Context: an optimization exercise on an open-source flow, tuned for small area, a short achievable clock period and few clock cycles per item. The choices shown serve that exercise and are no tape-out recipe. Function was not checked in any run shown here: the RTL went through the layout flow alone. Power and IR drop assume default switching activity.

===== flow/flow/run.sh =====
#!/bin/bash
# Standard layout, with timing repair asked to leave a larger setup margin,
# plain buffers (not delay buffers) on the ports, and no dummy clock loads.
export SETUP_SLACK_MARGIN=7.55
export BUFFER_PORTS_ARGS="-buffer_cell sky130_fd_sc_hd__buf_1"
export CTS_ARGS="-sink_clustering_enable -repair_clock_nets -dont_use_dummy_load"
bash standard.sh > standard_run.log 2>&1

===== flow/standard.sh =====
#!/bin/bash
# synth_recipe.tcl (not shown) runs the flow's synth.tcl, then flattens the netlist and writes it again
# the make line also repeats each setting of config.mk as NAME=value (left out here)
make -C /OpenROAD-flow-scripts/flow DESIGN_CONFIG=/design/flow/config.mk WORK_HOME=/design/flow/orfs CLKGATE_MAP_FILE= SYNTH_SCRIPT=/design/flow/synth_recipe.tcl "${@:-finish}"

===== flow/config.mk =====
export PLATFORM = sky130hd
export DESIGN_NAME = WallaceTreeMultiplier
export DESIGN_NICKNAME = WallaceTreeMultiplier
export VERILOG_FILES = /design/flow/design.v
export SDC_FILE = /design/flow/constraint.sdc
export NUM_CORES = 4
export LEC_CHECK = 0
export CAP_MARGIN = 20
export CORE_MARGIN = 2
export CORE_UTILIZATION = 40
export SLEW_MARGIN = 20

===== flow/constraint.sdc =====
create_clock -name core_clock -period 11.0 [get_ports {clk}]
set_input_delay 2.2000 -clock core_clock [delete_from_list [all_inputs] [get_ports {clk}]]
set_output_delay 2.2000 -clock core_clock [all_outputs]
set_load 0.01 [all_outputs]

===== flow/design.v =====
module WallaceTreeMultiplier (
    input                   clk,
    input                   rst,
    input  logic [31:0]     a,
    input  logic [31:0]     b,
    input  logic            start,
    input  logic [1:0]      mul_type,
    output logic            done,
    output logic [63:0]     p
);
  localparam logic [2:0] IDLE = 3'd0, G0 = 3'd1, G1 = 3'd2, G2 = 3'd3, G3 = 3'd4,
                         FIN = 3'd5, DN = 3'd6;
  logic [2:0]  st;
  logic        done_q;   
  logic [32:0] A;        
  logic        corr;     
  logic [31:0] PB;       
  logic [32:0] S, C;  
  logic [7:0]  Ls, Lc;   
  logic        n3d;      
  wire sa = (mul_type == 2'b01) || (mul_type == 2'b10);
  wire sb = (mul_type == 2'b01);
  wire grp = (st == G0) || (st == G1) || (st == G2) || (st == G3);
  function automatic logic [2:0] benc(input logic x2, input logic x1, input logic x0);
    benc = {x2, (x2 & ~x1 & ~x0) | (~x2 & x1 & x0), x1 ^ x0};
  endfunction
  logic [3:0] neg;
  wire [8:0] bn = (st == IDLE) ? {b[7:0], 1'b0} : PB[15:7];
  logic [3:0] neg_l, one_l, two_l;
  always_ff @(posedge clk) begin
    for (int k = 0; k < 4; k++)
      {neg_l[k], two_l[k], one_l[k]} <= benc(bn[2*k+2], bn[2*k+1], bn[2*k]);
  end
  wire [3:0] neg_h = neg_l, one_h = one_l, two_h = two_l;
  assign neg = neg_l;
  wire [34:0] Ae = {A[32], A[32], A};
  wire [35:0] Ae2 = {Ae, 1'b0};
  wire [34:0] m0 = {({18{one_h[0]}} & Ae[34:17]) | ({18{two_h[0]}} & Ae2[34:17]),
                       ({17{one_l[0]}} & Ae[16:0]) | ({17{two_l[0]}} & Ae2[16:0])};
  wire [34:0] r0 = {~(m0[34] ^ neg_h[0]), m0[33:17] ^ {17{neg_h[0]}}, m0[16:0] ^ {17{neg_l[0]}}};
  wire [34:0] m1 = {({18{one_h[1]}} & Ae[34:17]) | ({18{two_h[1]}} & Ae2[34:17]),
                       ({17{one_l[1]}} & Ae[16:0]) | ({17{two_l[1]}} & Ae2[16:0])};
  wire [34:0] r1 = {~(m1[34] ^ neg_h[1]), m1[33:17] ^ {17{neg_h[1]}}, m1[16:0] ^ {17{neg_l[1]}}};
  wire [34:0] m2 = {({18{one_h[2]}} & Ae[34:17]) | ({18{two_h[2]}} & Ae2[34:17]),
                       ({17{one_l[2]}} & Ae[16:0]) | ({17{two_l[2]}} & Ae2[16:0])};
  wire [34:0] r2 = {~(m2[34] ^ neg_h[2]), m2[33:17] ^ {17{neg_h[2]}}, m2[16:0] ^ {17{neg_l[2]}}};
  wire [34:0] m3 = {({18{one_h[3]}} & Ae[34:17]) | ({18{two_h[3]}} & Ae2[34:17]),
                       ({17{one_l[3]}} & Ae[16:0]) | ({17{two_l[3]}} & Ae2[16:0])};
  wire [34:0] r3 = {~(m3[34] ^ neg_h[3]), m3[33:17] ^ {17{neg_h[3]}}, m3[16:0] ^ {17{neg_l[3]}}};
  logic [132:0] tfs, tfc;
  logic [9:0] ths, thc;
  assign tfs[0] = S[0] ^ C[0] ^ neg_l[0];
  assign tfc[0] = (S[0] & C[0]) | (S[0] & neg_l[0]) | (C[0] & neg_l[0]);
  assign ths[0] = S[2] ^ C[2];
  assign thc[0] = S[2] & C[2];
  assign ths[1] = S[3] ^ C[3];
  assign thc[1] = S[3] & C[3];
  assign tfs[1] = S[4] ^ C[4] ^ neg_l[2];
  assign tfc[1] = (S[4] & C[4]) | (S[4] & neg_l[2]) | (C[4] & neg_l[2]);
  assign ths[2] = r0[4] ^ r1[2];
  assign thc[2] = r0[4] & r1[2];
  assign tfs[2] = S[5] ^ C[5] ^ r0[5];
  assign tfc[2] = (S[5] & C[5]) | (S[5] & r0[5]) | (C[5] & r0[5]);
  assign ths[3] = r1[3] ^ r2[1];
  assign thc[3] = r1[3] & r2[1];
  assign tfs[3] = S[6] ^ C[6] ^ r0[6];
  assign tfc[3] = (S[6] & C[6]) | (S[6] & r0[6]) | (C[6] & r0[6]);
  assign tfs[4] = r1[4] ^ r2[2] ^ r3[0];
  assign tfc[4] = (r1[4] & r2[2]) | (r1[4] & r3[0]) | (r2[2] & r3[0]);
  assign tfs[5] = S[7] ^ C[7] ^ r0[7];
  assign tfc[5] = (S[7] & C[7]) | (S[7] & r0[7]) | (C[7] & r0[7]);
  assign tfs[6] = r1[5] ^ r2[3] ^ r3[1];
  assign tfc[6] = (r1[5] & r2[3]) | (r1[5] & r3[1]) | (r2[3] & r3[1]);
  assign tfs[7] = S[8] ^ C[8] ^ r0[8];
  assign tfc[7] = (S[8] & C[8]) | (S[8] & r0[8]) | (C[8] & r0[8]);
  assign tfs[8] = r1[6] ^ r2[4] ^ r3[2];
  assign tfc[8] = (r1[6] & r2[4]) | (r1[6] & r3[2]) | (r2[4] & r3[2]);
  assign tfs[9] = S[9] ^ C[9] ^ r0[9];
  assign tfc[9] = (S[9] & C[9]) | (S[9] & r0[9]) | (C[9] & r0[9]);
  assign tfs[10] = r1[7] ^ r2[5] ^ r3[3];
  assign tfc[10] = (r1[7] & r2[5]) | (r1[7] & r3[3]) | (r2[5] & r3[3]);
  assign tfs[11] = S[10] ^ C[10] ^ r0[10];
  assign tfc[11] = (S[10] & C[10]) | (S[10] & r0[10]) | (C[10] & r0[10]);
  assign tfs[12] = r1[8] ^ r2[6] ^ r3[4];
  assign tfc[12] = (r1[8] & r2[6]) | (r1[8] & r3[4]) | (r2[6] & r3[4]);
  assign tfs[13] = S[11] ^ C[11] ^ r0[11];
  assign tfc[13] = (S[11] & C[11]) | (S[11] & r0[11]) | (C[11] & r0[11]);
  assign tfs[14] = r1[9] ^ r2[7] ^ r3[5];
  assign tfc[14] = (r1[9] & r2[7]) | (r1[9] & r3[5]) | (r2[7] & r3[5]);
  assign tfs[15] = S[12] ^ C[12] ^ r0[12];
  assign tfc[15] = (S[12] & C[12]) | (S[12] & r0[12]) | (C[12] & r0[12]);
  assign tfs[16] = r1[10] ^ r2[8] ^ r3[6];
  assign tfc[16] = (r1[10] & r2[8]) | (r1[10] & r3[6]) | (r2[8] & r3[6]);
  assign tfs[17] = S[13] ^ C[13] ^ r0[13];
  assign tfc[17] = (S[13] & C[13]) | (S[13] & r0[13]) | (C[13] & r0[13]);
  assign tfs[18] = r1[11] ^ r2[9] ^ r3[7];
  assign tfc[18] = (r1[11] & r2[9]) | (r1[11] & r3[7]) | (r2[9] & r3[7]);
  assign tfs[19] = S[14] ^ C[14] ^ r0[14];
  assign tfc[19] = (S[14] & C[14]) | (S[14] & r0[14]) | (C[14] & r0[14]);
  assign tfs[20] = r1[12] ^ r2[10] ^ r3[8];
  assign tfc[20] = (r1[12] & r2[10]) | (r1[12] & r3[8]) | (r2[10] & r3[8]);
  assign tfs[21] = S[15] ^ C[15] ^ r0[15];
  assign tfc[21] = (S[15] & C[15]) | (S[15] & r0[15]) | (C[15] & r0[15]);
  assign tfs[22] = r1[13] ^ r2[11] ^ r3[9];
  assign tfc[22] = (r1[13] & r2[11]) | (r1[13] & r3[9]) | (r2[11] & r3[9]);
  assign tfs[23] = S[16] ^ C[16] ^ r0[16];
  assign tfc[23] = (S[16] & C[16]) | (S[16] & r0[16]) | (C[16] & r0[16]);
  assign tfs[24] = r1[14] ^ r2[12] ^ r3[10];
  assign tfc[24] = (r1[14] & r2[12]) | (r1[14] & r3[10]) | (r2[12] & r3[10]);
  assign tfs[25] = S[17] ^ C[17] ^ r0[17];
  assign tfc[25] = (S[17] & C[17]) | (S[17] & r0[17]) | (C[17] & r0[17]);
  assign tfs[26] = r1[15] ^ r2[13] ^ r3[11];
  assign tfc[26] = (r1[15] & r2[13]) | (r1[15] & r3[11]) | (r2[13] & r3[11]);
  assign tfs[27] = S[18] ^ C[18] ^ r0[18];
  assign tfc[27] = (S[18] & C[18]) | (S[18] & r0[18]) | (C[18] & r0[18]);
  assign tfs[28] = r1[16] ^ r2[14] ^ r3[12];
  assign tfc[28] = (r1[16] & r2[14]) | (r1[16] & r3[12]) | (r2[14] & r3[12]);
  assign tfs[29] = S[19] ^ C[19] ^ r0[19];
  assign tfc[29] = (S[19] & C[19]) | (S[19] & r0[19]) | (C[19] & r0[19]);
  assign tfs[30] = r1[17] ^ r2[15] ^ r3[13];
  assign tfc[30] = (r1[17] & r2[15]) | (r1[17] & r3[13]) | (r2[15] & r3[13]);
  assign tfs[31] = S[20] ^ C[20] ^ r0[20];
  assign tfc[31] = (S[20] & C[20]) | (S[20] & r0[20]) | (C[20] & r0[20]);
  assign tfs[32] = r1[18] ^ r2[16] ^ r3[14];
  assign tfc[32] = (r1[18] & r2[16]) | (r1[18] & r3[14]) | (r2[16] & r3[14]);
  assign tfs[33] = S[21] ^ C[21] ^ r0[21];
  assign tfc[33] = (S[21] & C[21]) | (S[21] & r0[21]) | (C[21] & r0[21]);
  assign tfs[34] = r1[19] ^ r2[17] ^ r3[15];
  assign tfc[34] = (r1[19] & r2[17]) | (r1[19] & r3[15]) | (r2[17] & r3[15]);
  assign tfs[35] = S[22] ^ C[22] ^ r0[22];
  assign tfc[35] = (S[22] & C[22]) | (S[22] & r0[22]) | (C[22] & r0[22]);
  assign tfs[36] = r1[20] ^ r2[18] ^ r3[16];
  assign tfc[36] = (r1[20] & r2[18]) | (r1[20] & r3[16]) | (r2[18] & r3[16]);
  assign tfs[37] = S[23] ^ C[23] ^ r0[23];
  assign tfc[37] = (S[23] & C[23]) | (S[23] & r0[23]) | (C[23] & r0[23]);
  assign tfs[38] = r1[21] ^ r2[19] ^ r3[17];
  assign tfc[38] = (r1[21] & r2[19]) | (r1[21] & r3[17]) | (r2[19] & r3[17]);
  assign tfs[39] = S[24] ^ C[24] ^ r0[24];
  assign tfc[39] = (S[24] & C[24]) | (S[24] & r0[24]) | (C[24] & r0[24]);
  assign tfs[40] = r1[22] ^ r2[20] ^ r3[18];
  assign tfc[40] = (r1[22] & r2[20]) | (r1[22] & r3[18]) | (r2[20] & r3[18]);
  assign tfs[41] = S[25] ^ C[25] ^ r0[25];
  assign tfc[41] = (S[25] & C[25]) | (S[25] & r0[25]) | (C[25] & r0[25]);
  assign tfs[42] = r1[23] ^ r2[21] ^ r3[19];
  assign tfc[42] = (r1[23] & r2[21]) | (r1[23] & r3[19]) | (r2[21] & r3[19]);
  assign tfs[43] = S[26] ^ C[26] ^ r0[26];
  assign tfc[43] = (S[26] & C[26]) | (S[26] & r0[26]) | (C[26] & r0[26]);
  assign tfs[44] = r1[24] ^ r2[22] ^ r3[20];
  assign tfc[44] = (r1[24] & r2[22]) | (r1[24] & r3[20]) | (r2[22] & r3[20]);
  assign tfs[45] = S[27] ^ C[27] ^ r0[27];
  assign tfc[45] = (S[27] & C[27]) | (S[27] & r0[27]) | (C[27] & r0[27]);
  assign tfs[46] = r1[25] ^ r2[23] ^ r3[21];
  assign tfc[46] = (r1[25] & r2[23]) | (r1[25] & r3[21]) | (r2[23] & r3[21]);
  assign tfs[47] = S[28] ^ C[28] ^ r0[28];
  assign tfc[47] = (S[28] & C[28]) | (S[28] & r0[28]) | (C[28] & r0[28]);
  assign tfs[48] = r1[26] ^ r2[24] ^ r3[22];
  assign tfc[48] = (r1[26] & r2[24]) | (r1[26] & r3[22]) | (r2[24] & r3[22]);
  assign tfs[49] = S[29] ^ C[29] ^ r0[29];
  assign tfc[49] = (S[29] & C[29]) | (S[29] & r0[29]) | (C[29] & r0[29]);
  assign tfs[50] = r1[27] ^ r2[25] ^ r3[23];
  assign tfc[50] = (r1[27] & r2[25]) | (r1[27] & r3[23]) | (r2[25] & r3[23]);
  assign tfs[51] = S[30] ^ C[30] ^ r0[30];
  assign tfc[51] = (S[30] & C[30]) | (S[30] & r0[30]) | (C[30] & r0[30]);
  assign tfs[52] = r1[28] ^ r2[26] ^ r3[24];
  assign tfc[52] = (r1[28] & r2[26]) | (r1[28] & r3[24]) | (r2[26] & r3[24]);
  assign tfs[53] = S[31] ^ C[31] ^ r0[31];
  assign tfc[53] = (S[31] & C[31]) | (S[31] & r0[31]) | (C[31] & r0[31]);
  assign tfs[54] = r1[29] ^ r2[27] ^ r3[25];
  assign tfc[54] = (r1[29] & r2[27]) | (r1[29] & r3[25]) | (r2[27] & r3[25]);
  assign tfs[55] = S[32] ^ C[32] ^ r0[32];
  assign tfc[55] = (S[32] & C[32]) | (S[32] & r0[32]) | (C[32] & r0[32]);
  assign tfs[56] = r1[30] ^ r2[28] ^ r3[26];
  assign tfc[56] = (r1[30] & r2[28]) | (r1[30] & r3[26]) | (r2[28] & r3[26]);
  assign tfs[57] = 1'b1 ^ r0[33] ^ r1[31];
  assign tfc[57] = (1'b1 & r0[33]) | (1'b1 & r1[31]) | (r0[33] & r1[31]);
  assign ths[4] = r2[29] ^ r3[27];
  assign thc[4] = r2[29] & r3[27];
  assign tfs[58] = r0[34] ^ r1[32] ^ r2[30];
  assign tfc[58] = (r0[34] & r1[32]) | (r0[34] & r2[30]) | (r1[32] & r2[30]);
  assign ths[5] = 1'b1 ^ r1[33];
  assign thc[5] = 1'b1 & r1[33];
  assign ths[6] = r0[0] ^ tfs[0];
  assign thc[6] = r0[0] & tfs[0];
  assign tfs[59] = S[1] ^ C[1] ^ tfc[0];
  assign tfc[59] = (S[1] & C[1]) | (S[1] & tfc[0]) | (C[1] & tfc[0]);
  assign tfs[60] = neg_l[1] ^ ths[0] ^ r0[2];
  assign tfc[60] = (neg_l[1] & ths[0]) | (neg_l[1] & r0[2]) | (ths[0] & r0[2]);
  assign tfs[61] = thc[0] ^ ths[1] ^ r0[3];
  assign tfc[61] = (thc[0] & ths[1]) | (thc[0] & r0[3]) | (ths[1] & r0[3]);
  assign tfs[62] = thc[1] ^ r2[0] ^ tfs[1];
  assign tfc[62] = (thc[1] & r2[0]) | (thc[1] & tfs[1]) | (r2[0] & tfs[1]);
  assign tfs[63] = tfc[1] ^ thc[2] ^ ths[3];
  assign tfc[63] = (tfc[1] & thc[2]) | (tfc[1] & ths[3]) | (thc[2] & ths[3]);
  assign tfs[64] = thc[3] ^ tfc[2] ^ tfs[3];
  assign tfc[64] = (thc[3] & tfc[2]) | (thc[3] & tfs[3]) | (tfc[2] & tfs[3]);
  assign tfs[65] = tfc[3] ^ tfc[4] ^ tfs[5];
  assign tfc[65] = (tfc[3] & tfc[4]) | (tfc[3] & tfs[5]) | (tfc[4] & tfs[5]);
  assign tfs[66] = tfc[5] ^ tfc[6] ^ tfs[7];
  assign tfc[66] = (tfc[5] & tfc[6]) | (tfc[5] & tfs[7]) | (tfc[6] & tfs[7]);
  assign tfs[67] = tfc[7] ^ tfc[8] ^ tfs[9];
  assign tfc[67] = (tfc[7] & tfc[8]) | (tfc[7] & tfs[9]) | (tfc[8] & tfs[9]);
  assign tfs[68] = tfc[9] ^ tfc[10] ^ tfs[11];
  assign tfc[68] = (tfc[9] & tfc[10]) | (tfc[9] & tfs[11]) | (tfc[10] & tfs[11]);
  assign tfs[69] = tfc[11] ^ tfc[12] ^ tfs[13];
  assign tfc[69] = (tfc[11] & tfc[12]) | (tfc[11] & tfs[13]) | (tfc[12] & tfs[13]);
  assign tfs[70] = tfc[13] ^ tfc[14] ^ tfs[15];
  assign tfc[70] = (tfc[13] & tfc[14]) | (tfc[13] & tfs[15]) | (tfc[14] & tfs[15]);
  assign tfs[71] = tfc[15] ^ tfc[16] ^ tfs[17];
  assign tfc[71] = (tfc[15] & tfc[16]) | (tfc[15] & tfs[17]) | (tfc[16] & tfs[17]);
  assign tfs[72] = tfc[17] ^ tfc[18] ^ tfs[19];
  assign tfc[72] = (tfc[17] & tfc[18]) | (tfc[17] & tfs[19]) | (tfc[18] & tfs[19]);
  assign tfs[73] = tfc[19] ^ tfc[20] ^ tfs[21];
  assign tfc[73] = (tfc[19] & tfc[20]) | (tfc[19] & tfs[21]) | (tfc[20] & tfs[21]);
  assign tfs[74] = tfc[21] ^ tfc[22] ^ tfs[23];
  assign tfc[74] = (tfc[21] & tfc[22]) | (tfc[21] & tfs[23]) | (tfc[22] & tfs[23]);
  assign tfs[75] = tfc[23] ^ tfc[24] ^ tfs[25];
  assign tfc[75] = (tfc[23] & tfc[24]) | (tfc[23] & tfs[25]) | (tfc[24] & tfs[25]);
  assign tfs[76] = tfc[25] ^ tfc[26] ^ tfs[27];
  assign tfc[76] = (tfc[25] & tfc[26]) | (tfc[25] & tfs[27]) | (tfc[26] & tfs[27]);
  assign tfs[77] = tfc[27] ^ tfc[28] ^ tfs[29];
  assign tfc[77] = (tfc[27] & tfc[28]) | (tfc[27] & tfs[29]) | (tfc[28] & tfs[29]);
  assign tfs[78] = tfc[29] ^ tfc[30] ^ tfs[31];
  assign tfc[78] = (tfc[29] & tfc[30]) | (tfc[29] & tfs[31]) | (tfc[30] & tfs[31]);
  assign tfs[79] = tfc[31] ^ tfc[32] ^ tfs[33];
  assign tfc[79] = (tfc[31] & tfc[32]) | (tfc[31] & tfs[33]) | (tfc[32] & tfs[33]);
  assign tfs[80] = tfc[33] ^ tfc[34] ^ tfs[35];
  assign tfc[80] = (tfc[33] & tfc[34]) | (tfc[33] & tfs[35]) | (tfc[34] & tfs[35]);
  assign tfs[81] = tfc[35] ^ tfc[36] ^ tfs[37];
  assign tfc[81] = (tfc[35] & tfc[36]) | (tfc[35] & tfs[37]) | (tfc[36] & tfs[37]);
  assign tfs[82] = tfc[37] ^ tfc[38] ^ tfs[39];
  assign tfc[82] = (tfc[37] & tfc[38]) | (tfc[37] & tfs[39]) | (tfc[38] & tfs[39]);
  assign tfs[83] = tfc[39] ^ tfc[40] ^ tfs[41];
  assign tfc[83] = (tfc[39] & tfc[40]) | (tfc[39] & tfs[41]) | (tfc[40] & tfs[41]);
  assign tfs[84] = tfc[41] ^ tfc[42] ^ tfs[43];
  assign tfc[84] = (tfc[41] & tfc[42]) | (tfc[41] & tfs[43]) | (tfc[42] & tfs[43]);
  assign tfs[85] = tfc[43] ^ tfc[44] ^ tfs[45];
  assign tfc[85] = (tfc[43] & tfc[44]) | (tfc[43] & tfs[45]) | (tfc[44] & tfs[45]);
  assign tfs[86] = tfc[45] ^ tfc[46] ^ tfs[47];
  assign tfc[86] = (tfc[45] & tfc[46]) | (tfc[45] & tfs[47]) | (tfc[46] & tfs[47]);
  assign tfs[87] = tfc[47] ^ tfc[48] ^ tfs[49];
  assign tfc[87] = (tfc[47] & tfc[48]) | (tfc[47] & tfs[49]) | (tfc[48] & tfs[49]);
  assign tfs[88] = tfc[49] ^ tfc[50] ^ tfs[51];
  assign tfc[88] = (tfc[49] & tfc[50]) | (tfc[49] & tfs[51]) | (tfc[50] & tfs[51]);
  assign tfs[89] = tfc[51] ^ tfc[52] ^ tfs[53];
  assign tfc[89] = (tfc[51] & tfc[52]) | (tfc[51] & tfs[53]) | (tfc[52] & tfs[53]);
  assign tfs[90] = tfc[53] ^ tfc[54] ^ tfs[55];
  assign tfc[90] = (tfc[53] & tfc[54]) | (tfc[53] & tfs[55]) | (tfc[54] & tfs[55]);
  assign tfs[91] = ths[4] ^ tfc[55] ^ tfc[56];
  assign tfc[91] = (ths[4] & tfc[55]) | (ths[4] & tfc[56]) | (tfc[55] & tfc[56]);
  assign tfs[92] = r3[28] ^ thc[4] ^ tfc[57];
  assign tfc[92] = (r3[28] & thc[4]) | (r3[28] & tfc[57]) | (thc[4] & tfc[57]);
  assign tfs[93] = r2[31] ^ r3[29] ^ ths[5];
  assign tfc[93] = (r2[31] & r3[29]) | (r2[31] & ths[5]) | (r3[29] & ths[5]);
  assign tfs[94] = r1[34] ^ r2[32] ^ r3[30];
  assign tfc[94] = (r1[34] & r2[32]) | (r1[34] & r3[30]) | (r2[32] & r3[30]);
  assign ths[7] = 1'b1 ^ r2[33];
  assign thc[7] = 1'b1 & r2[33];
  assign ths[8] = k8g ^ ths[6];
  assign thc[8] = k8g & ths[6];
  assign tfs[95] = r0[1] ^ thc[6] ^ tfs[59];
  assign tfc[95] = (r0[1] & thc[6]) | (r0[1] & tfs[59]) | (thc[6] & tfs[59]);
  assign tfs[96] = r1[0] ^ tfc[59] ^ tfs[60];
  assign tfc[96] = (r1[0] & tfc[59]) | (r1[0] & tfs[60]) | (tfc[59] & tfs[60]);
  assign tfs[97] = r1[1] ^ tfc[60] ^ tfs[61];
  assign tfc[97] = (r1[1] & tfc[60]) | (r1[1] & tfs[61]) | (tfc[60] & tfs[61]);
  assign tfs[98] = ths[2] ^ tfc[61] ^ tfs[62];
  assign tfc[98] = (ths[2] & tfc[61]) | (ths[2] & tfs[62]) | (tfc[61] & tfs[62]);
  assign tfs[99] = tfc[62] ^ tfs[2] ^ tfs[63];
  assign tfc[99] = (tfc[62] & tfs[2]) | (tfc[62] & tfs[63]) | (tfs[2] & tfs[63]);
  assign tfs[100] = tfs[4] ^ tfc[63] ^ tfs[64];
  assign tfc[100] = (tfs[4] & tfc[63]) | (tfs[4] & tfs[64]) | (tfc[63] & tfs[64]);
  assign tfs[101] = tfs[6] ^ tfc[64] ^ tfs[65];
  assign tfc[101] = (tfs[6] & tfc[64]) | (tfs[6] & tfs[65]) | (tfc[64] & tfs[65]);
  assign tfs[102] = tfs[8] ^ tfc[65] ^ tfs[66];
  assign tfc[102] = (tfs[8] & tfc[65]) | (tfs[8] & tfs[66]) | (tfc[65] & tfs[66]);
  assign tfs[103] = tfs[10] ^ tfc[66] ^ tfs[67];
  assign tfc[103] = (tfs[10] & tfc[66]) | (tfs[10] & tfs[67]) | (tfc[66] & tfs[67]);
  assign tfs[104] = tfs[12] ^ tfc[67] ^ tfs[68];
  assign tfc[104] = (tfs[12] & tfc[67]) | (tfs[12] & tfs[68]) | (tfc[67] & tfs[68]);
  assign tfs[105] = tfs[14] ^ tfc[68] ^ tfs[69];
  assign tfc[105] = (tfs[14] & tfc[68]) | (tfs[14] & tfs[69]) | (tfc[68] & tfs[69]);
  assign tfs[106] = tfs[16] ^ tfc[69] ^ tfs[70];
  assign tfc[106] = (tfs[16] & tfc[69]) | (tfs[16] & tfs[70]) | (tfc[69] & tfs[70]);
  assign tfs[107] = tfs[18] ^ tfc[70] ^ tfs[71];
  assign tfc[107] = (tfs[18] & tfc[70]) | (tfs[18] & tfs[71]) | (tfc[70] & tfs[71]);
  assign tfs[108] = tfs[20] ^ tfc[71] ^ tfs[72];
  assign tfc[108] = (tfs[20] & tfc[71]) | (tfs[20] & tfs[72]) | (tfc[71] & tfs[72]);
  assign tfs[109] = tfs[22] ^ tfc[72] ^ tfs[73];
  assign tfc[109] = (tfs[22] & tfc[72]) | (tfs[22] & tfs[73]) | (tfc[72] & tfs[73]);
  assign tfs[110] = tfs[24] ^ tfc[73] ^ tfs[74];
  assign tfc[110] = (tfs[24] & tfc[73]) | (tfs[24] & tfs[74]) | (tfc[73] & tfs[74]);
  assign tfs[111] = tfs[26] ^ tfc[74] ^ tfs[75];
  assign tfc[111] = (tfs[26] & tfc[74]) | (tfs[26] & tfs[75]) | (tfc[74] & tfs[75]);
  assign tfs[112] = tfs[28] ^ tfc[75] ^ tfs[76];
  assign tfc[112] = (tfs[28] & tfc[75]) | (tfs[28] & tfs[76]) | (tfc[75] & tfs[76]);
  assign tfs[113] = tfs[30] ^ tfc[76] ^ tfs[77];
  assign tfc[113] = (tfs[30] & tfc[76]) | (tfs[30] & tfs[77]) | (tfc[76] & tfs[77]);
  assign tfs[114] = tfs[32] ^ tfc[77] ^ tfs[78];
  assign tfc[114] = (tfs[32] & tfc[77]) | (tfs[32] & tfs[78]) | (tfc[77] & tfs[78]);
  assign tfs[115] = tfs[34] ^ tfc[78] ^ tfs[79];
  assign tfc[115] = (tfs[34] & tfc[78]) | (tfs[34] & tfs[79]) | (tfc[78] & tfs[79]);
  assign tfs[116] = tfs[36] ^ tfc[79] ^ tfs[80];
  assign tfc[116] = (tfs[36] & tfc[79]) | (tfs[36] & tfs[80]) | (tfc[79] & tfs[80]);
  assign tfs[117] = tfs[38] ^ tfc[80] ^ tfs[81];
  assign tfc[117] = (tfs[38] & tfc[80]) | (tfs[38] & tfs[81]) | (tfc[80] & tfs[81]);
  assign tfs[118] = tfs[40] ^ tfc[81] ^ tfs[82];
  assign tfc[118] = (tfs[40] & tfc[81]) | (tfs[40] & tfs[82]) | (tfc[81] & tfs[82]);
  assign tfs[119] = tfs[42] ^ tfc[82] ^ tfs[83];
  assign tfc[119] = (tfs[42] & tfc[82]) | (tfs[42] & tfs[83]) | (tfc[82] & tfs[83]);
  assign tfs[120] = tfs[44] ^ tfc[83] ^ tfs[84];
  assign tfc[120] = (tfs[44] & tfc[83]) | (tfs[44] & tfs[84]) | (tfc[83] & tfs[84]);
  assign tfs[121] = tfs[46] ^ tfc[84] ^ tfs[85];
  assign tfc[121] = (tfs[46] & tfc[84]) | (tfs[46] & tfs[85]) | (tfc[84] & tfs[85]);
  assign tfs[122] = tfs[48] ^ tfc[85] ^ tfs[86];
  assign tfc[122] = (tfs[48] & tfc[85]) | (tfs[48] & tfs[86]) | (tfc[85] & tfs[86]);
  assign tfs[123] = tfs[50] ^ tfc[86] ^ tfs[87];
  assign tfc[123] = (tfs[50] & tfc[86]) | (tfs[50] & tfs[87]) | (tfc[86] & tfs[87]);
  assign tfs[124] = tfs[52] ^ tfc[87] ^ tfs[88];
  assign tfc[124] = (tfs[52] & tfc[87]) | (tfs[52] & tfs[88]) | (tfc[87] & tfs[88]);
  assign tfs[125] = tfs[54] ^ tfc[88] ^ tfs[89];
  assign tfc[125] = (tfs[54] & tfc[88]) | (tfs[54] & tfs[89]) | (tfc[88] & tfs[89]);
  assign tfs[126] = tfs[56] ^ tfc[89] ^ tfs[90];
  assign tfc[126] = (tfs[56] & tfc[89]) | (tfs[56] & tfs[90]) | (tfc[89] & tfs[90]);
  assign tfs[127] = tfs[57] ^ tfs[91] ^ tfc[90];
  assign tfc[127] = (tfs[57] & tfs[91]) | (tfs[57] & tfc[90]) | (tfs[91] & tfc[90]);
  assign tfs[128] = tfs[58] ^ tfc[91] ^ tfs[92];
  assign tfc[128] = (tfs[58] & tfc[91]) | (tfs[58] & tfs[92]) | (tfc[91] & tfs[92]);
  assign tfs[129] = tfc[58] ^ tfs[93] ^ tfc[92];
  assign tfc[129] = (tfc[58] & tfs[93]) | (tfc[58] & tfc[92]) | (tfs[93] & tfc[92]);
  assign tfs[130] = thc[5] ^ tfs[94] ^ tfc[93];
  assign tfc[130] = (thc[5] & tfs[94]) | (thc[5] & tfc[93]) | (tfs[94] & tfc[93]);
  assign tfs[131] = r3[31] ^ ths[7] ^ tfc[94];
  assign tfc[131] = (r3[31] & ths[7]) | (r3[31] & tfc[94]) | (ths[7] & tfc[94]);
  assign tfs[132] = r2[34] ^ r3[32] ^ thc[7];
  assign tfc[132] = (r2[34] & r3[32]) | (r2[34] & thc[7]) | (r3[32] & thc[7]);
  assign ths[9] = 1'b1 ^ r3[33];
  assign thc[9] = 1'b1 & r3[33];
  wire [42:0] ts = {1'b0, 1'b1, r3[34], ths[9], tfs[132], tfs[131], tfs[130], tfc[128], tfc[127], tfc[126], tfc[125], tfc[124], tfc[123], tfc[122], tfc[121], tfc[120], tfc[119], tfc[118], tfc[117], tfc[116], tfc[115], tfc[114], tfc[113], tfc[112], tfc[111], tfc[110], tfc[109], tfc[108], tfc[107], tfc[106], tfc[105], tfc[104], tfc[103], tfc[102], tfc[101], tfc[100], tfc[99], tfc[98], tfc[97], tfc[96], tfc[95], thc[8], ths[8]};
  wire [42:0] tc = {1'b0, 1'b0, thc[9], tfc[132], tfc[131], tfc[130], tfc[129], tfs[129], tfs[128], tfs[127], tfs[126], tfs[125], tfs[124], tfs[123], tfs[122], tfs[121], tfs[120], tfs[119], tfs[118], tfs[117], tfs[116], tfs[115], tfs[114], tfs[113], tfs[112], tfs[111], tfs[110], tfs[109], tfs[108], tfs[107], tfs[106], tfs[105], tfs[104], tfs[103], tfs[102], tfs[101], tfs[100], tfs[99], tfs[98], tfs[97], tfs[96], tfs[95], lo_c8g};
  wire x6 = Ls[6] ^ Lc[6] ^ n3d;
  wire k7 = (Ls[6] & Lc[6]) | (Ls[6] & n3d) | (Lc[6] & n3d);
  wire x7 = Ls[7] ^ Lc[7] ^ k7;
  wire k8 = (Ls[7] & Lc[7]) | (Ls[7] & k7) | (Lc[7] & k7);
  wire [31:0] ca = corr ? A[31:0] : 32'd0;
  wire [31:0] fu = S[31:0] ^ C[31:0] ^ ca;
  wire [31:0] fv = ((S[31:0] ^ C[31:0]) & ca) | (S[31:0] & C[31:0]);
  wire [39:0] ax = {fu, x7, x6, Ls[5:0]};
  wire [39:0] ay = {fv[30:0], k8, 2'b00, Lc[5:0]};
  logic [39:0] ad_s;
  logic ad_co;
  logic [40:0] ad_c;   
  always_comb begin
    logic [40:0] g, p;
    g = {ax & ay, 1'b0};
    p = {ax ^ ay, 1'b0};
    begin
      logic [40:0] g0, p0;
      g0 = g; p0 = p;
      g[1] = g0[1] | (p0[1] & g0[0]); p[1] = p0[1] & p0[0];
      g[2] = g0[2] | (p0[2] & g0[1]); p[2] = p0[2] & p0[1];
      g[3] = g0[3] | (p0[3] & g0[2]); p[3] = p0[3] & p0[2];
      g[4] = g0[4] | (p0[4] & g0[3]); p[4] = p0[4] & p0[3];
      g[5] = g0[5] | (p0[5] & g0[4]); p[5] = p0[5] & p0[4];
      g[6] = g0[6] | (p0[6] & g0[5]); p[6] = p0[6] & p0[5];
      g[7] = g0[7] | (p0[7] & g0[6]); p[7] = p0[7] & p0[6];
      g[8] = g0[8] | (p0[8] & g0[7]); p[8] = p0[8] & p0[7];
      g[9] = g0[9] | (p0[9] & g0[8]); p[9] = p0[9] & p0[8];
      g[10] = g0[10] | (p0[10] & g0[9]); p[10] = p0[10] & p0[9];
      g[11] = g0[11] | (p0[11] & g0[10]); p[11] = p0[11] & p0[10];
      g[12] = g0[12] | (p0[12] & g0[11]); p[12] = p0[12] & p0[11];
      g[13] = g0[13] | (p0[13] & g0[12]); p[13] = p0[13] & p0[12];
      g[14] = g0[14] | (p0[14] & g0[13]); p[14] = p0[14] & p0[13];
      g[15] = g0[15] | (p0[15] & g0[14]); p[15] = p0[15] & p0[14];
      g[16] = g0[16] | (p0[16] & g0[15]); p[16] = p0[16] & p0[15];
      g[17] = g0[17] | (p0[17] & g0[16]); p[17] = p0[17] & p0[16];
      g[18] = g0[18] | (p0[18] & g0[17]); p[18] = p0[18] & p0[17];
      g[19] = g0[19] | (p0[19] & g0[18]); p[19] = p0[19] & p0[18];
      g[20] = g0[20] | (p0[20] & g0[19]); p[20] = p0[20] & p0[19];
      g[21] = g0[21] | (p0[21] & g0[20]); p[21] = p0[21] & p0[20];
      g[22] = g0[22] | (p0[22] & g0[21]); p[22] = p0[22] & p0[21];
      g[23] = g0[23] | (p0[23] & g0[22]); p[23] = p0[23] & p0[22];
      g[24] = g0[24] | (p0[24] & g0[23]); p[24] = p0[24] & p0[23];
      g[25] = g0[25] | (p0[25] & g0[24]); p[25] = p0[25] & p0[24];
      g[26] = g0[26] | (p0[26] & g0[25]); p[26] = p0[26] & p0[25];
      g[27] = g0[27] | (p0[27] & g0[26]); p[27] = p0[27] & p0[26];
      g[28] = g0[28] | (p0[28] & g0[27]); p[28] = p0[28] & p0[27];
      g[29] = g0[29] | (p0[29] & g0[28]); p[29] = p0[29] & p0[28];
      g[30] = g0[30] | (p0[30] & g0[29]); p[30] = p0[30] & p0[29];
      g[31] = g0[31] | (p0[31] & g0[30]); p[31] = p0[31] & p0[30];
      g[32] = g0[32] | (p0[32] & g0[31]); p[32] = p0[32] & p0[31];
      g[33] = g0[33] | (p0[33] & g0[32]); p[33] = p0[33] & p0[32];
      g[34] = g0[34] | (p0[34] & g0[33]); p[34] = p0[34] & p0[33];
      g[35] = g0[35] | (p0[35] & g0[34]); p[35] = p0[35] & p0[34];
      g[36] = g0[36] | (p0[36] & g0[35]); p[36] = p0[36] & p0[35];
      g[37] = g0[37] | (p0[37] & g0[36]); p[37] = p0[37] & p0[36];
      g[38] = g0[38] | (p0[38] & g0[37]); p[38] = p0[38] & p0[37];
      g[39] = g0[39] | (p0[39] & g0[38]); p[39] = p0[39] & p0[38];
      g[40] = g0[40] | (p0[40] & g0[39]); p[40] = p0[40] & p0[39];
    end
    begin
      logic [40:0] g0, p0;
      g0 = g; p0 = p;
      g[2] = g0[2] | (p0[2] & g0[0]); p[2] = p0[2] & p0[0];
      g[3] = g0[3] | (p0[3] & g0[1]); p[3] = p0[3] & p0[1];
      g[4] = g0[4] | (p0[4] & g0[2]); p[4] = p0[4] & p0[2];
      g[5] = g0[5] | (p0[5] & g0[3]); p[5] = p0[5] & p0[3];
      g[6] = g0[6] | (p0[6] & g0[4]); p[6] = p0[6] & p0[4];
      g[7] = g0[7] | (p0[7] & g0[5]); p[7] = p0[7] & p0[5];
      g[8] = g0[8] | (p0[8] & g0[6]); p[8] = p0[8] & p0[6];
      g[9] = g0[9] | (p0[9] & g0[7]); p[9] = p0[9] & p0[7];
      g[10] = g0[10] | (p0[10] & g0[8]); p[10] = p0[10] & p0[8];
      g[11] = g0[11] | (p0[11] & g0[9]); p[11] = p0[11] & p0[9];
      g[12] = g0[12] | (p0[12] & g0[10]); p[12] = p0[12] & p0[10];
      g[13] = g0[13] | (p0[13] & g0[11]); p[13] = p0[13] & p0[11];
      g[14] = g0[14] | (p0[14] & g0[12]); p[14] = p0[14] & p0[12];
      g[15] = g0[15] | (p0[15] & g0[13]); p[15] = p0[15] & p0[13];
      g[16] = g0[16] | (p0[16] & g0[14]); p[16] = p0[16] & p0[14];
      g[17] = g0[17] | (p0[17] & g0[15]); p[17] = p0[17] & p0[15];
      g[18] = g0[18] | (p0[18] & g0[16]); p[18] = p0[18] & p0[16];
      g[19] = g0[19] | (p0[19] & g0[17]); p[19] = p0[19] & p0[17];
      g[20] = g0[20] | (p0[20] & g0[18]); p[20] = p0[20] & p0[18];
      g[21] = g0[21] | (p0[21] & g0[19]); p[21] = p0[21] & p0[19];
      g[22] = g0[22] | (p0[22] & g0[20]); p[22] = p0[22] & p0[20];
      g[23] = g0[23] | (p0[23] & g0[21]); p[23] = p0[23] & p0[21];
      g[24] = g0[24] | (p0[24] & g0[22]); p[24] = p0[24] & p0[22];
      g[25] = g0[25] | (p0[25] & g0[23]); p[25] = p0[25] & p0[23];
      g[26] = g0[26] | (p0[26] & g0[24]); p[26] = p0[26] & p0[24];
      g[27] = g0[27] | (p0[27] & g0[25]); p[27] = p0[27] & p0[25];
      g[28] = g0[28] | (p0[28] & g0[26]); p[28] = p0[28] & p0[26];
      g[29] = g0[29] | (p0[29] & g0[27]); p[29] = p0[29] & p0[27];
      g[30] = g0[30] | (p0[30] & g0[28]); p[30] = p0[30] & p0[28];
      g[31] = g0[31] | (p0[31] & g0[29]); p[31] = p0[31] & p0[29];
      g[32] = g0[32] | (p0[32] & g0[30]); p[32] = p0[32] & p0[30];
      g[33] = g0[33] | (p0[33] & g0[31]); p[33] = p0[33] & p0[31];
      g[34] = g0[34] | (p0[34] & g0[32]); p[34] = p0[34] & p0[32];
      g[35] = g0[35] | (p0[35] & g0[33]); p[35] = p0[35] & p0[33];
      g[36] = g0[36] | (p0[36] & g0[34]); p[36] = p0[36] & p0[34];
      g[37] = g0[37] | (p0[37] & g0[35]); p[37] = p0[37] & p0[35];
      g[38] = g0[38] | (p0[38] & g0[36]); p[38] = p0[38] & p0[36];
      g[39] = g0[39] | (p0[39] & g0[37]); p[39] = p0[39] & p0[37];
      g[40] = g0[40] | (p0[40] & g0[38]); p[40] = p0[40] & p0[38];
    end
    begin
      logic [40:0] g0, p0;
      g0 = g; p0 = p;
      g[4] = g0[4] | (p0[4] & g0[0]); p[4] = p0[4] & p0[0];
      g[5] = g0[5] | (p0[5] & g0[1]); p[5] = p0[5] & p0[1];
      g[6] = g0[6] | (p0[6] & g0[2]); p[6] = p0[6] & p0[2];
      g[7] = g0[7] | (p0[7] & g0[3]); p[7] = p0[7] & p0[3];
      g[8] = g0[8] | (p0[8] & g0[4]); p[8] = p0[8] & p0[4];
      g[9] = g0[9] | (p0[9] & g0[5]); p[9] = p0[9] & p0[5];
      g[10] = g0[10] | (p0[10] & g0[6]); p[10] = p0[10] & p0[6];
      g[11] = g0[11] | (p0[11] & g0[7]); p[11] = p0[11] & p0[7];
      g[12] = g0[12] | (p0[12] & g0[8]); p[12] = p0[12] & p0[8];
      g[13] = g0[13] | (p0[13] & g0[9]); p[13] = p0[13] & p0[9];
      g[14] = g0[14] | (p0[14] & g0[10]); p[14] = p0[14] & p0[10];
      g[15] = g0[15] | (p0[15] & g0[11]); p[15] = p0[15] & p0[11];
      g[16] = g0[16] | (p0[16] & g0[12]); p[16] = p0[16] & p0[12];
      g[17] = g0[17] | (p0[17] & g0[13]); p[17] = p0[17] & p0[13];
      g[18] = g0[18] | (p0[18] & g0[14]); p[18] = p0[18] & p0[14];
      g[19] = g0[19] | (p0[19] & g0[15]); p[19] = p0[19] & p0[15];
      g[20] = g0[20] | (p0[20] & g0[16]); p[20] = p0[20] & p0[16];
      g[21] = g0[21] | (p0[21] & g0[17]); p[21] = p0[21] & p0[17];
      g[22] = g0[22] | (p0[22] & g0[18]); p[22] = p0[22] & p0[18];
      g[23] = g0[23] | (p0[23] & g0[19]); p[23] = p0[23] & p0[19];
      g[24] = g0[24] | (p0[24] & g0[20]); p[24] = p0[24] & p0[20];
      g[25] = g0[25] | (p0[25] & g0[21]); p[25] = p0[25] & p0[21];
      g[26] = g0[26] | (p0[26] & g0[22]); p[26] = p0[26] & p0[22];
      g[27] = g0[27] | (p0[27] & g0[23]); p[27] = p0[27] & p0[23];
      g[28] = g0[28] | (p0[28] & g0[24]); p[28] = p0[28] & p0[24];
      g[29] = g0[29] | (p0[29] & g0[25]); p[29] = p0[29] & p0[25];
      g[30] = g0[30] | (p0[30] & g0[26]); p[30] = p0[30] & p0[26];
      g[31] = g0[31] | (p0[31] & g0[27]); p[31] = p0[31] & p0[27];
      g[32] = g0[32] | (p0[32] & g0[28]); p[32] = p0[32] & p0[28];
      g[33] = g0[33] | (p0[33] & g0[29]); p[33] = p0[33] & p0[29];
      g[34] = g0[34] | (p0[34] & g0[30]); p[34] = p0[34] & p0[30];
      g[35] = g0[35] | (p0[35] & g0[31]); p[35] = p0[35] & p0[31];
      g[36] = g0[36] | (p0[36] & g0[32]); p[36] = p0[36] & p0[32];
      g[37] = g0[37] | (p0[37] & g0[33]); p[37] = p0[37] & p0[33];
      g[38] = g0[38] | (p0[38] & g0[34]); p[38] = p0[38] & p0[34];
      g[39] = g0[39] | (p0[39] & g0[35]); p[39] = p0[39] & p0[35];
      g[40] = g0[40] | (p0[40] & g0[36]); p[40] = p0[40] & p0[36];
    end
    begin
      logic [40:0] g0, p0;
      g0 = g; p0 = p;
      g[8] = g0[8] | (p0[8] & g0[0]); p[8] = p0[8] & p0[0];
      g[9] = g0[9] | (p0[9] & g0[1]); p[9] = p0[9] & p0[1];
      g[10] = g0[10] | (p0[10] & g0[2]); p[10] = p0[10] & p0[2];
      g[11] = g0[11] | (p0[11] & g0[3]); p[11] = p0[11] & p0[3];
      g[12] = g0[12] | (p0[12] & g0[4]); p[12] = p0[12] & p0[4];
      g[13] = g0[13] | (p0[13] & g0[5]); p[13] = p0[13] & p0[5];
      g[14] = g0[14] | (p0[14] & g0[6]); p[14] = p0[14] & p0[6];
      g[15] = g0[15] | (p0[15] & g0[7]); p[15] = p0[15] & p0[7];
      g[16] = g0[16] | (p0[16] & g0[8]); p[16] = p0[16] & p0[8];
      g[17] = g0[17] | (p0[17] & g0[9]); p[17] = p0[17] & p0[9];
      g[18] = g0[18] | (p0[18] & g0[10]); p[18] = p0[18] & p0[10];
      g[19] = g0[19] | (p0[19] & g0[11]); p[19] = p0[19] & p0[11];
      g[20] = g0[20] | (p0[20] & g0[12]); p[20] = p0[20] & p0[12];
      g[21] = g0[21] | (p0[21] & g0[13]); p[21] = p0[21] & p0[13];
      g[22] = g0[22] | (p0[22] & g0[14]); p[22] = p0[22] & p0[14];
      g[23] = g0[23] | (p0[23] & g0[15]); p[23] = p0[23] & p0[15];
      g[24] = g0[24] | (p0[24] & g0[16]); p[24] = p0[24] & p0[16];
      g[25] = g0[25] | (p0[25] & g0[17]); p[25] = p0[25] & p0[17];
      g[26] = g0[26] | (p0[26] & g0[18]); p[26] = p0[26] & p0[18];
      g[27] = g0[27] | (p0[27] & g0[19]); p[27] = p0[27] & p0[19];
      g[28] = g0[28] | (p0[28] & g0[20]); p[28] = p0[28] & p0[20];
      g[29] = g0[29] | (p0[29] & g0[21]); p[29] = p0[29] & p0[21];
      g[30] = g0[30] | (p0[30] & g0[22]); p[30] = p0[30] & p0[22];
      g[31] = g0[31] | (p0[31] & g0[23]); p[31] = p0[31] & p0[23];
      g[32] = g0[32] | (p0[32] & g0[24]); p[32] = p0[32] & p0[24];
      g[33] = g0[33] | (p0[33] & g0[25]); p[33] = p0[33] & p0[25];
      g[34] = g0[34] | (p0[34] & g0[26]); p[34] = p0[34] & p0[26];
      g[35] = g0[35] | (p0[35] & g0[27]); p[35] = p0[35] & p0[27];
      g[36] = g0[36] | (p0[36] & g0[28]); p[36] = p0[36] & p0[28];
      g[37] = g0[37] | (p0[37] & g0[29]); p[37] = p0[37] & p0[29];
      g[38] = g0[38] | (p0[38] & g0[30]); p[38] = p0[38] & p0[30];
      g[39] = g0[39] | (p0[39] & g0[31]); p[39] = p0[39] & p0[31];
      g[40] = g0[40] | (p0[40] & g0[32]); p[40] = p0[40] & p0[32];
    end
    begin
      logic [40:0] g0, p0;
      g0 = g; p0 = p;
      g[16] = g0[16] | (p0[16] & g0[0]); p[16] = p0[16] & p0[0];
      g[17] = g0[17] | (p0[17] & g0[1]); p[17] = p0[17] & p0[1];
      g[18] = g0[18] | (p0[18] & g0[2]); p[18] = p0[18] & p0[2];
      g[19] = g0[19] | (p0[19] & g0[3]); p[19] = p0[19] & p0[3];
      g[20] = g0[20] | (p0[20] & g0[4]); p[20] = p0[20] & p0[4];
      g[21] = g0[21] | (p0[21] & g0[5]); p[21] = p0[21] & p0[5];
      g[22] = g0[22] | (p0[22] & g0[6]); p[22] = p0[22] & p0[6];
      g[23] = g0[23] | (p0[23] & g0[7]); p[23] = p0[23] & p0[7];
      g[24] = g0[24] | (p0[24] & g0[8]); p[24] = p0[24] & p0[8];
      g[25] = g0[25] | (p0[25] & g0[9]); p[25] = p0[25] & p0[9];
      g[26] = g0[26] | (p0[26] & g0[10]); p[26] = p0[26] & p0[10];
      g[27] = g0[27] | (p0[27] & g0[11]); p[27] = p0[27] & p0[11];
      g[28] = g0[28] | (p0[28] & g0[12]); p[28] = p0[28] & p0[12];
      g[29] = g0[29] | (p0[29] & g0[13]); p[29] = p0[29] & p0[13];
      g[30] = g0[30] | (p0[30] & g0[14]); p[30] = p0[30] & p0[14];
      g[31] = g0[31] | (p0[31] & g0[15]); p[31] = p0[31] & p0[15];
      g[32] = g0[32] | (p0[32] & g0[16]); p[32] = p0[32] & p0[16];
      g[33] = g0[33] | (p0[33] & g0[17]); p[33] = p0[33] & p0[17];
      g[34] = g0[34] | (p0[34] & g0[18]); p[34] = p0[34] & p0[18];
      g[35] = g0[35] | (p0[35] & g0[19]); p[35] = p0[35] & p0[19];
      g[36] = g0[36] | (p0[36] & g0[20]); p[36] = p0[36] & p0[20];
      g[37] = g0[37] | (p0[37] & g0[21]); p[37] = p0[37] & p0[21];
      g[38] = g0[38] | (p0[38] & g0[22]); p[38] = p0[38] & p0[22];
      g[39] = g0[39] | (p0[39] & g0[23]); p[39] = p0[39] & p0[23];
      g[40] = g0[40] | (p0[40] & g0[24]); p[40] = p0[40] & p0[24];
    end
    begin
      logic [40:0] g0, p0;
      g0 = g; p0 = p;
      g[32] = g0[32] | (p0[32] & g0[0]); p[32] = p0[32] & p0[0];
      g[33] = g0[33] | (p0[33] & g0[1]); p[33] = p0[33] & p0[1];
      g[34] = g0[34] | (p0[34] & g0[2]); p[34] = p0[34] & p0[2];
      g[35] = g0[35] | (p0[35] & g0[3]); p[35] = p0[35] & p0[3];
      g[36] = g0[36] | (p0[36] & g0[4]); p[36] = p0[36] & p0[4];
      g[37] = g0[37] | (p0[37] & g0[5]); p[37] = p0[37] & p0[5];
      g[38] = g0[38] | (p0[38] & g0[6]); p[38] = p0[38] & p0[6];
      g[39] = g0[39] | (p0[39] & g0[7]); p[39] = p0[39] & p0[7];
      g[40] = g0[40] | (p0[40] & g0[8]); p[40] = p0[40] & p0[8];
    end
    ad_s = (ax ^ ay) ^ g[39:0];
    ad_co = g[40];
    ad_c = g;
  end
  wire [7:0] lo = ad_s[7:0];
  wire lo_c8 = ad_c[8];
  wire lo_c8g = lo_c8 & (st != G0), k8g = k8 & (st != G0);
  wire [31:0] phi = ad_s[39:8];
  wire zop = (A == 33'd0) || (PB == 32'd0);
  wire zin = 1'b0, az = 1'b0;
  always_ff @(posedge clk) begin
    if (rst) begin
      st <= IDLE;
      done_q <= 1'b0;
    end
    else begin
      done_q <= (st == FIN) || (st == G0 && zop) || (st == DN && start) || (st == IDLE && start && zin);
      case (st)
        IDLE: if (start) st <= zin ? DN : G0;
        G0: st <= zop ? DN : G1;
        G1: st <= G2;
        G2: st <= G3;
        G3: st <= FIN;
        FIN: st <= DN;
        DN: if (!start) st <= IDLE;
        default: st <= IDLE;
      endcase
    end
  end
  wire zclr = (st == G0) && zop;
  always_ff @(posedge clk) begin
    A <= {sa & a[31], a};
    corr <= ~sb & b[31];
    C <= grp ? tc[40:8] : 33'd1 << 32;
    Ls <= ts[7:0];
    Lc <= tc[7:0];
    n3d <= neg[3];
    if (zclr) PB <= '0;
    else if (st == IDLE) PB <= az ? 32'd0 : b;
    else if (grp || st == FIN) PB <= {lo, PB[31:8]};
    if (zclr) S <= '0;
    else if (st == IDLE) S <= 33'd1 << 32;
    else if (grp) S <= ts[40:8];
    else if (st == FIN) S[31:0] <= phi;
  end
  assign done = done_q;
  assign p = {S[31:0], PB};
endmodule

==> flow_metrics.env, run 1 <==
export IMPL_status="finished clean"
export IMPL_ys_types=62
export IMPL_cap_violations=0
export IMPL_crit_top_cell="a31oi_4"
export IMPL_postLayoutCellArea_um2=15700
export IMPL_finalCritPeriodShare_pct=31.8
export IMPL_synth_edff_count=0
export IMPL_final_nets=1833
export IMPL_rows=68
export IMPL_die_h_um=192
export IMPL_ir_drop_mv=0.146
export IMPL_clk_pin_slew_ps=80
export IMPL_synthArstFlopShare_pct=0
export IMPL_leakage_nw=6.24
export IMPL_pin_count=134
export IMPL_max_clock_path_buffers=2
export IMPL_wl_per_cell_um=21.7
export IMPL_dieWidth_um=192
export IMPL_finalCoreUtilization_pct=45.2
export IMPL_synth_ff_type="dfxtp_1"
export IMPL_grt_pass1_vias=11510
export IMPL_slowest_delay_ps=480
export IMPL_netlist_area_um2=14100
export IMPL_placed_area_um2=14600
export IMPL_worst_pin_slew_ps=1070
export IMPL_grt_start_max_net_pins=65
export IMPL_cp_max_fo=8
export IMPL_drt_initial_drc_count=957
export IMPL_seq_area_frac_synth_pct=23.4
export IMPL_ys_ff_latch=165
export IMPL_wl_mm=43.5
export IMPL_maxSlewHeadroom_pct=28.5
export IMPL_rsz0062_at_grt="true"
export IMPL_critPathArrivalTime_ps=3780
export IMPL_cp_slowest_cell="fa_1"
export IMPL_track_usage_pct=24.4
export IMPL_cts_root_buf="clkbuf_16"
export IMPL_syn_num_nets=1801
export IMPL_p_per_area_nw_per_um2=332
export IMPL_holdCritPathClass="reg2reg"
export IMPL_core_um2=34600
export IMPL_syn_area_per_cell_um2=9.29
export IMPL_setup_violations=0
export IMPL_cts_tree="yes"
export IMPL_numCtsBuffers=17
export IMPL_dieArea_um2=36800
export IMPL_antenna_left=0
export IMPL_antenna_found_initial=1
export IMPL_drc=0
export IMPL_area_growth_syn_to_layout_pct=11.0
export IMPL_clock_latency_ps=460
export IMPL_period_needed_ps=3490
export IMPL_drv_slew=0
export IMPL_cp_start_kind="flop"
export IMPL_portBuffers=133
export IMPL_firstDrtPassIters=5
export IMPL_hold_viol=0
export IMPL_cts_max_level=4
export IMPL_viasPerCell=5.71
export IMPL_grt_pass1_wl_mm=68.1
export IMPL_syn_inst=1518
export IMPL_globalplace_congestion=0.886
export IMPL_hpwl_mm=30.9
export IMPL_overflow=0
export IMPL_critPathRequiredTime_ps=11290
export IMPL_dp_cells=1964
export IMPL_endpoint_kind="flop"
export IMPL_cp_cell_sequence="buf_6 > nand2_1 > fa_1 > inv_1 > ha_4 > a21oi_2 > o21a_1 > a31oi_4 > a31o_4 > a31oi_4 > o41ai_4 > buf_4 > a221o_1 > xnor2_2 > o32ai_2"
export IMPL_critical_path_class="reg2reg"
export IMPL_setup_tns_ps=0
export IMPL_cts_sinks=165
export IMPL_max_freq_mhz=286
export IMPL_layout_cells_non_filler=2004
export IMPL_final_layout_size_suffix_gt1_share_pct=9.50
export IMPL_fin_skew_ps=28.8
export IMPL_yosysWarnings=1
export IMPL_vias=11441
export IMPL_initial_core_util_pct=40.7
==> cell families (layout without fill, tap and decap cells) <==
group | after synthesis | after routing | synth area share, %
compound gates | 360 | 360 | 18.1
simple gates | 356 | 356 | 12.0
buf+inv | 239 | 269 | 7.25
fa+ha+maj | 214 | 214 | 27.8
xor+xnor | 175 | 175 | 10.9
flops | 165 | 165 | 23.4
mux | 9 | 9 | 0.639
other cells | 0 | 1 | 0
==> final timing paths <==
kind	depth (start not counted)	start	endpoint	slack (ps)
max reg2reg	15	corr$_DFF_P_	S[30]$_SDFFE_PP0P_	7510
max	15	corr$_DFF_P_	S[30]$_SDFFE_PP0P_	7510
min reg2reg	2	PB[2]$_SDFFE_PP0P_	PB[2]$_SDFFE_PP0P_	510
min	2	PB[2]$_SDFFE_PP0P_	PB[2]$_SDFFE_PP0P_	510
==> through the flow <==
| stage | worst slack (ps) | power (W) | hold slack, ps |
|---|---|---|---|
| floorplan | 7720 | 0.00347 | 329 |
| global placement | 6580 | 0.00447 | 503 |
| detailed placement | 6460 | 0.00450 | 502 |
| CTS | 7510 | 0.00510 | 513 |
| global route | 7400 | 0.00566 | 541 |
| finish | 7510 | 0.00519 | 514 |
==> cell usage after synthesis, types with 2 or more instances <==
| cell | n | area share, % |
|---|---|---|
| dfxtp_1 | 165 | 23 |
| o41ai_1 | 2 | 0.12 |
| inv_1 | 77 | 2.0 |
| and3_1 | 38 | 1.7 |
| or2_2 | 2 | 0.089 |
| o21a_1 | 8 | 0.43 |
| fa_1 | 165 | 23 |
| a211oi_1 | 17 | 0.91 |
| a21oi_1 | 62 | 2.2 |
| o211ai_1 | 15 | 0.80 |
| or3_1 | 4 | 0.18 |
| nor2_1 | 90 | 2.4 |
| buf_2 | 4 | 0.14 |
| nor3_1 | 16 | 0.57 |
| a21o_1 | 14 | 0.75 |
| clkbuf_1 | 120 | 3.2 |
| nand2b_1 | 6 | 0.27 |
| ha_1 | 49 | 4.3 |
| and2_1 | 27 | 1.2 |
| a31oi_1 | 7 | 0.31 |
| xor2_1 | 25 | 1.6 |
| o21ai_0 | 41 | 1.5 |
| nor3b_1 | 3 | 0.16 |
| o21ai_1 | 2 | 0.071 |
| nor2b_1 | 10 | 0.44 |
| o21bai_1 | 4 | 0.21 |
| mux2i_1 | 9 | 0.64 |
| xnor2_1 | 150 | 9.3 |
| nand4_1 | 8 | 0.35 |
| a22oi_1 | 137 | 7.3 |
| nand3_1 | 11 | 0.39 |
| o22ai_1 | 6 | 0.27 |
| buf_1 | 6 | 0.16 |
| buf_4 | 32 | 1.7 |
| nand2_1 | 119 | 3.2 |
| nor4_1 | 18 | 0.80 |
| a311oi_1 | 23 | 1.4 |
| o221ai_1 | 2 | 0.12 |
==> layer usage <==
metal	vias to the layer above	wire (µm)	part of all wire [%]	GRT usage, %
met5	-	0	0	0
met4	0	1130	2.6	7.78
met3	68	2510	5.8	3.51
met2	415	20900	48	40.0
met1	5736	18900	43	33.2
li1	5222	-	-	-
==> area by class of cell <==
cell class	count	area (µm²)
fill	3371	19000
multi-input combinational	1114	10200
sequential	165	3350
timing repair buffer	175	833
tap	455	569
clock buffer	17	425
inverter	77	289
antenna	1	2.50
==> placed cells by master (no fill, tap or decap), drive strengths merged, types with 6 or more instances in the layout <==
master | Yosys | final
nand2 | 119 | 119
and3 | 38 | 38
a22oi | 137 | 137
fa | 165 | 165
and2 | 27 | 27
ha | 49 | 49
nor3 | 16 | 16
a311oi | 23 | 23
a21oi | 63 | 63
o22ai | 6 | 6
o211ai | 16 | 16
inv | 77 | 77
dfxtp | 165 | 165
nand2b | 7 | 7
a31oi | 9 | 9
clkbuf | 120 | 17
xor2 | 25 | 25
o21ai | 43 | 43
a211oi | 18 | 18
mux2i | 9 | 9
nor4 | 18 | 18
nand3 | 11 | 11
xnor2 | 150 | 150
buf | 42 | 175
o21a | 8 | 8
nor2 | 90 | 90
a21o | 14 | 14
nand4 | 8 | 8
nor2b | 10 | 10
==> flip-flops by register name, indices dropped and copies added, names as in the netlist <==
register / count
C: 33
A: 33
S: 33
one_l: 4
Lc: 8
Ls: 8
st: 3
neg_l: 4
PB: 32
corr: 1
n3d: 1
two_l: 4
done_q: 1
==> power breakdown <==
part,total (W),internal [W],leakage (nW),switching [W]
registers,0.00100,0.000785,1.38,0.000216
logic,0.00369,0.00164,4.65,0.00204
clock network,0.000505,0.000268,0.209,0.000237
==> worst max-delay path: cells and delay by family (launching register included) <==
family | cells | cell delay, ps
adders and majority gates | 2 | 640
and+or+nand+nor | 1 | 70
buffers and inverters | 3 | 370
DFF | 1 | 400
AOI/OAI and AO/OA | 8 | 1610
xor gates and xnor gates | 1 | 220
==> repair_timing <==
item / in CTS / in global routing
hold endpoints to repair: 0 / 0
hold buffers: 0 / 0
setup buffers: 14 / 8
pin swaps: 9 / 16
setup endpoints to repair: 29 / 20
gates resized for setup: 60 / 42
==> run 2: changes to the inputs <==
==> flow/flow/run.sh (replaced) <==
#!/bin/bash
# Standard layout, with timing repair asked to leave a larger setup margin,
# plain buffers (not delay buffers) on the ports, and no dummy clock loads.
export SETUP_SLACK_MARGIN=7.7
export BUFFER_PORTS_ARGS="-buffer_cell sky130_fd_sc_hd__buf_1"
export CTS_ARGS="-sink_clustering_enable -repair_clock_nets -dont_use_dummy_load"
bash standard.sh > standard_run.log 2>&1
==> run 2 against run 1 <==
Compared with the run above:
- non-clock buffer count rose by 14
- first-iteration DRC count decreased by 1.3%
- sequential power is essentially flat
- area after synthesis unchanged
- total power up 3.0%
- clock-buffer cell count did not move
- fmax is essentially flat
- largest power group unchanged
==> flow_metrics.env, run 2 <==
export IMPL_clk_pin_slew_ps=80
export IMPL_vias=11652
export IMPL_synth_ff_type="dfxtp_1"
export IMPL_yosysTopAreaCell="dfxtp_1"
export IMPL_antenna_left=0
export IMPL_period_needed_ps=3490
export IMPL_synth_cells_most_frequent="dfxtp_1, fa_1, xnor2_1, a22oi_1, clkbuf_1"
export IMPL_fin_skew_ps=27.5
export IMPL_core_um2=34600
export IMPL_cap_violations=0
export IMPL_hold_viol=0
export IMPL_portBuffers=133
export IMPL_n_fill_cell=3334
export IMPL_cts_max_level=4
export IMPL_maxSlewHeadroom_pct=26.4
export IMPL_syn_num_nets=1801
export IMPL_rows=68
export IMPL_grt_pass1_wl_mm=68.3
export IMPL_synth_top_family_by_area="adder cells"
export IMPL_finalCritPeriodShare_pct=31.7
export IMPL_wl_per_cell_um=21.9
export IMPL_clkPwrFrac_pct=9.4
export IMPL_holdCritPathClass="reg2reg"
export IMPL_initial_core_util_pct=40.7
export IMPL_cts_tree="yes"
export IMPL_clock_latency_ps=460
export IMPL_ys_types=62
export IMPL_mostFrequentLayoutCells="fa_1, xnor2_1, a22oi_1, buf_1, nand2_1"
export IMPL_globalplace_congestion=0.886
export IMPL_grt_pass1_vias=11562
export IMPL_endpoint_kind="flop"
export IMPL_max_clock_path_buffers=2
export IMPL_dieArea_um2=36800
export IMPL_synth_compound_area_share_pct=18.1
export IMPL_postLayoutCellArea_um2=16000
export IMPL_critPathArrivalTime_ps=3770
export IMPL_synthArstFlopShare_pct=0
export IMPL_synth_simple_area_share_pct=12.0
export IMPL_critPathRequiredTime_ps=11280
export IMPL_setup_tns_ps=0
export IMPL_synthAdderAreaFrac_pct=27.8
export IMPL_leakage_nw=6.34
export IMPL_critical_path_class="reg2reg"
export IMPL_syn_inst=1518
export IMPL_syn_area_per_cell_um2=9.29
export IMPL_wl_mm=44.3
export IMPL_rsz0062_at_grt="true"
export IMPL_mostFrequentLayoutCell="fa_1"
export IMPL_ys_ff_latch=165
export IMPL_yosysTopAreaCellShare_pct=23.4
export IMPL_synth_mux_area_fraction_pct=0.639
export IMPL_final_nets=1847
export IMPL_combPwrFrac_pct=71.7
export IMPL_drc=0
export IMPL_dieWidth_um=192
export IMPL_synth_xor_area_share_pct=10.9
export IMPL_cp_start_kind="flop"
export IMPL_numCtsBuffers=17
export IMPL_pwr_share_seq_pct=18.9
export IMPL_hpwl_mm=30.9
export IMPL_antenna_found_initial=1
export IMPL_synth_area_top_cells="dfxtp_1, fa_1, xnor2_1"
export IMPL_die_h_um=192
export IMPL_sw_frac_of_total_pct=47.8
export IMPL_final_layout_size_suffix_gt1_share_pct=14.3
export IMPL_grt_start_max_net_pins=65
export IMPL_cp_max_fo=10
export IMPL_reg_top3="A (33), C (33), S (33)"
export IMPL_synth_edff_count=0
export IMPL_pin_count=134
export IMPL_drv_slew=0
export IMPL_worst_pin_slew_ps=1100
export IMPL_overflow=0
export IMPL_status="finished clean"
export IMPL_firstDrtPassIters=5
export IMPL_placed_area_um2=14600
export IMPL_internal_power_w=0.00279
export IMPL_max_freq_mhz=286
export IMPL_yosysWarnings=1
export IMPL_netlist_area_um2=14100
export IMPL_track_usage_pct=24.5
export IMPL_seq_area_frac_synth_pct=23.4
export IMPL_area_growth_syn_to_layout_pct=13.8
export IMPL_viasPerCell=5.77
export IMPL_cts_sinks=165
export IMPL_drt_initial_drc_count=945
export IMPL_p_per_area_nw_per_um2=334
export IMPL_ir_drop_mv=0.146
export IMPL_power_switching_w=0.00256
export IMPL_setup_violations=0
export IMPL_cts_root_buf="clkbuf_16"
-- run 2: changes by cell type in the layout (fill, tap and decap cells not counted), sizes merged --
cell,delta
clkbuf,+2
buf,+12
-- run 2: path summary, 6_finish.rpt --
check,from,to,slack (ps),cells past startpoint
setup / recovery,A[1]$_DFF_P_,S[30]$_SDFFE_PP0P_,7510,13
hold reg to reg,PB[2]$_SDFFE_PP0P_,PB[2]$_SDFFE_PP0P_,520,2
hold / removal,PB[2]$_SDFFE_PP0P_,PB[2]$_SDFFE_PP0P_,520,2
setup reg to reg,A[1]$_DFF_P_,S[30]$_SDFFE_PP0P_,7510,13
-- run 2: through the flow --
stage                     hold WS (ps)  cells  setup WS (ps)  utilization, %  total power (W)
final                              516   2018           7510            46.3          0.00535
after global routing               541   2018           7440            46.3          0.00582
after CTS                          513   1997           7500            44.8          0.00513
after detailed placement           502   1964           6460            42.2          0.00450
after global placement             503   1964           6580            42.2          0.00447
after floorplan                    329   1518           7720               -          0.00347
-- run 2: logic make-up after synthesis --
family / count (synthesis)
AOI/OAI and AO/OA: 360
and+or+nand+nor: 356
buffers and inverters: 239
adders and majority gates: 214
xor gates and xnor gates: 175
DFF: 165
muxes: 9
-- run 2: area by class of cell --
class / instances / area, µm² / area share [%]
multi-input cells: 1114 / 10400 / 64.8
repair buffers: 189 / 966 / 6.02
inverters: 77 / 289 / 1.80
flip-flops and latches: 165 / 3400 / 21.2
diodes: 1 / 2.50 / 0.0156
well taps: 455 / 569 / 3.55
clock buffers: 17 / 425 / 2.65
-- run 2: power by group through the flow --
stage | clock [W] | sequential (W) | combinational [W]
6_report | 0.000505 | 0.00101 | 0.00383
5_1_grt | 0.000535 | 0.00103 | 0.00425
4_1_cts | 0.000516 | 0.00101 | 0.00361
3_5_place_dp | 0 | 0.00102 | 0.00348
3_3_place_gp | 0 | 0.00102 | 0.00345
2_1_floorplan | 0 | 0.000929 | 0.00254
-- run 2: layer usage --
| metal | share of wire, % | vias to the layer above | GRT usage (%) |
|---|---|---|---|
| met5 | 0 | - | 0 |
| met4 | 2.9 | 0 | 8.25 |
| met3 | 5.6 | 71 | 3.12 |
| met2 | 48 | 435 | 40.3 |
| met1 | 44 | 5896 | 33.2 |
| li1 | - | 5250 | - |
-- run 2: critical path, stage by stage (launching register included) --
cell	delay, ps
dfxtp_4	390
and2_1	180
fa_1	530
ha_4	240
a21oi_4	190
o21a_1	210
a31oi_4	50
a31o_4	270
a31oi_4	310
o41ai_4	120
buf_4	160
a221o_1	340
xnor2_2	210
o32ai_2	100
-- run 2: repair_timing --
action,in CTS,in global routing
hold buffers,0,0
pin swaps,13,39
endpoints found under the setup margin,53,32
resized for setup,99,88
setup buffers,16,20

==> port drivers added, routing unchanged <==
In the flow no input, the clock included, has a driving cell. The finished layouts below were timed again as built, in two steps. Step 1: set_driving_cell puts a clkbuf_16 on clk and a buf_2 on each other input, an assumption about the parent block. Step 2 times the ports against the registers' clock, not the clock port: input delays grow and output delays shrink by t, the midpoint of the rising clock arrivals with the driver on. Three values: ideal ports, drivers, drivers and shift; two values: the first two.
run | t, ns | setup WS [ns] | worst setup path after step 2
run 1 | 0.502 | 7.506 / 7.506 / 7.506 | register to register
run 2 | 0.500 | 7.508 / 7.508 / 7.508 | register to register
After both steps setup and hold are still met in every run listed.
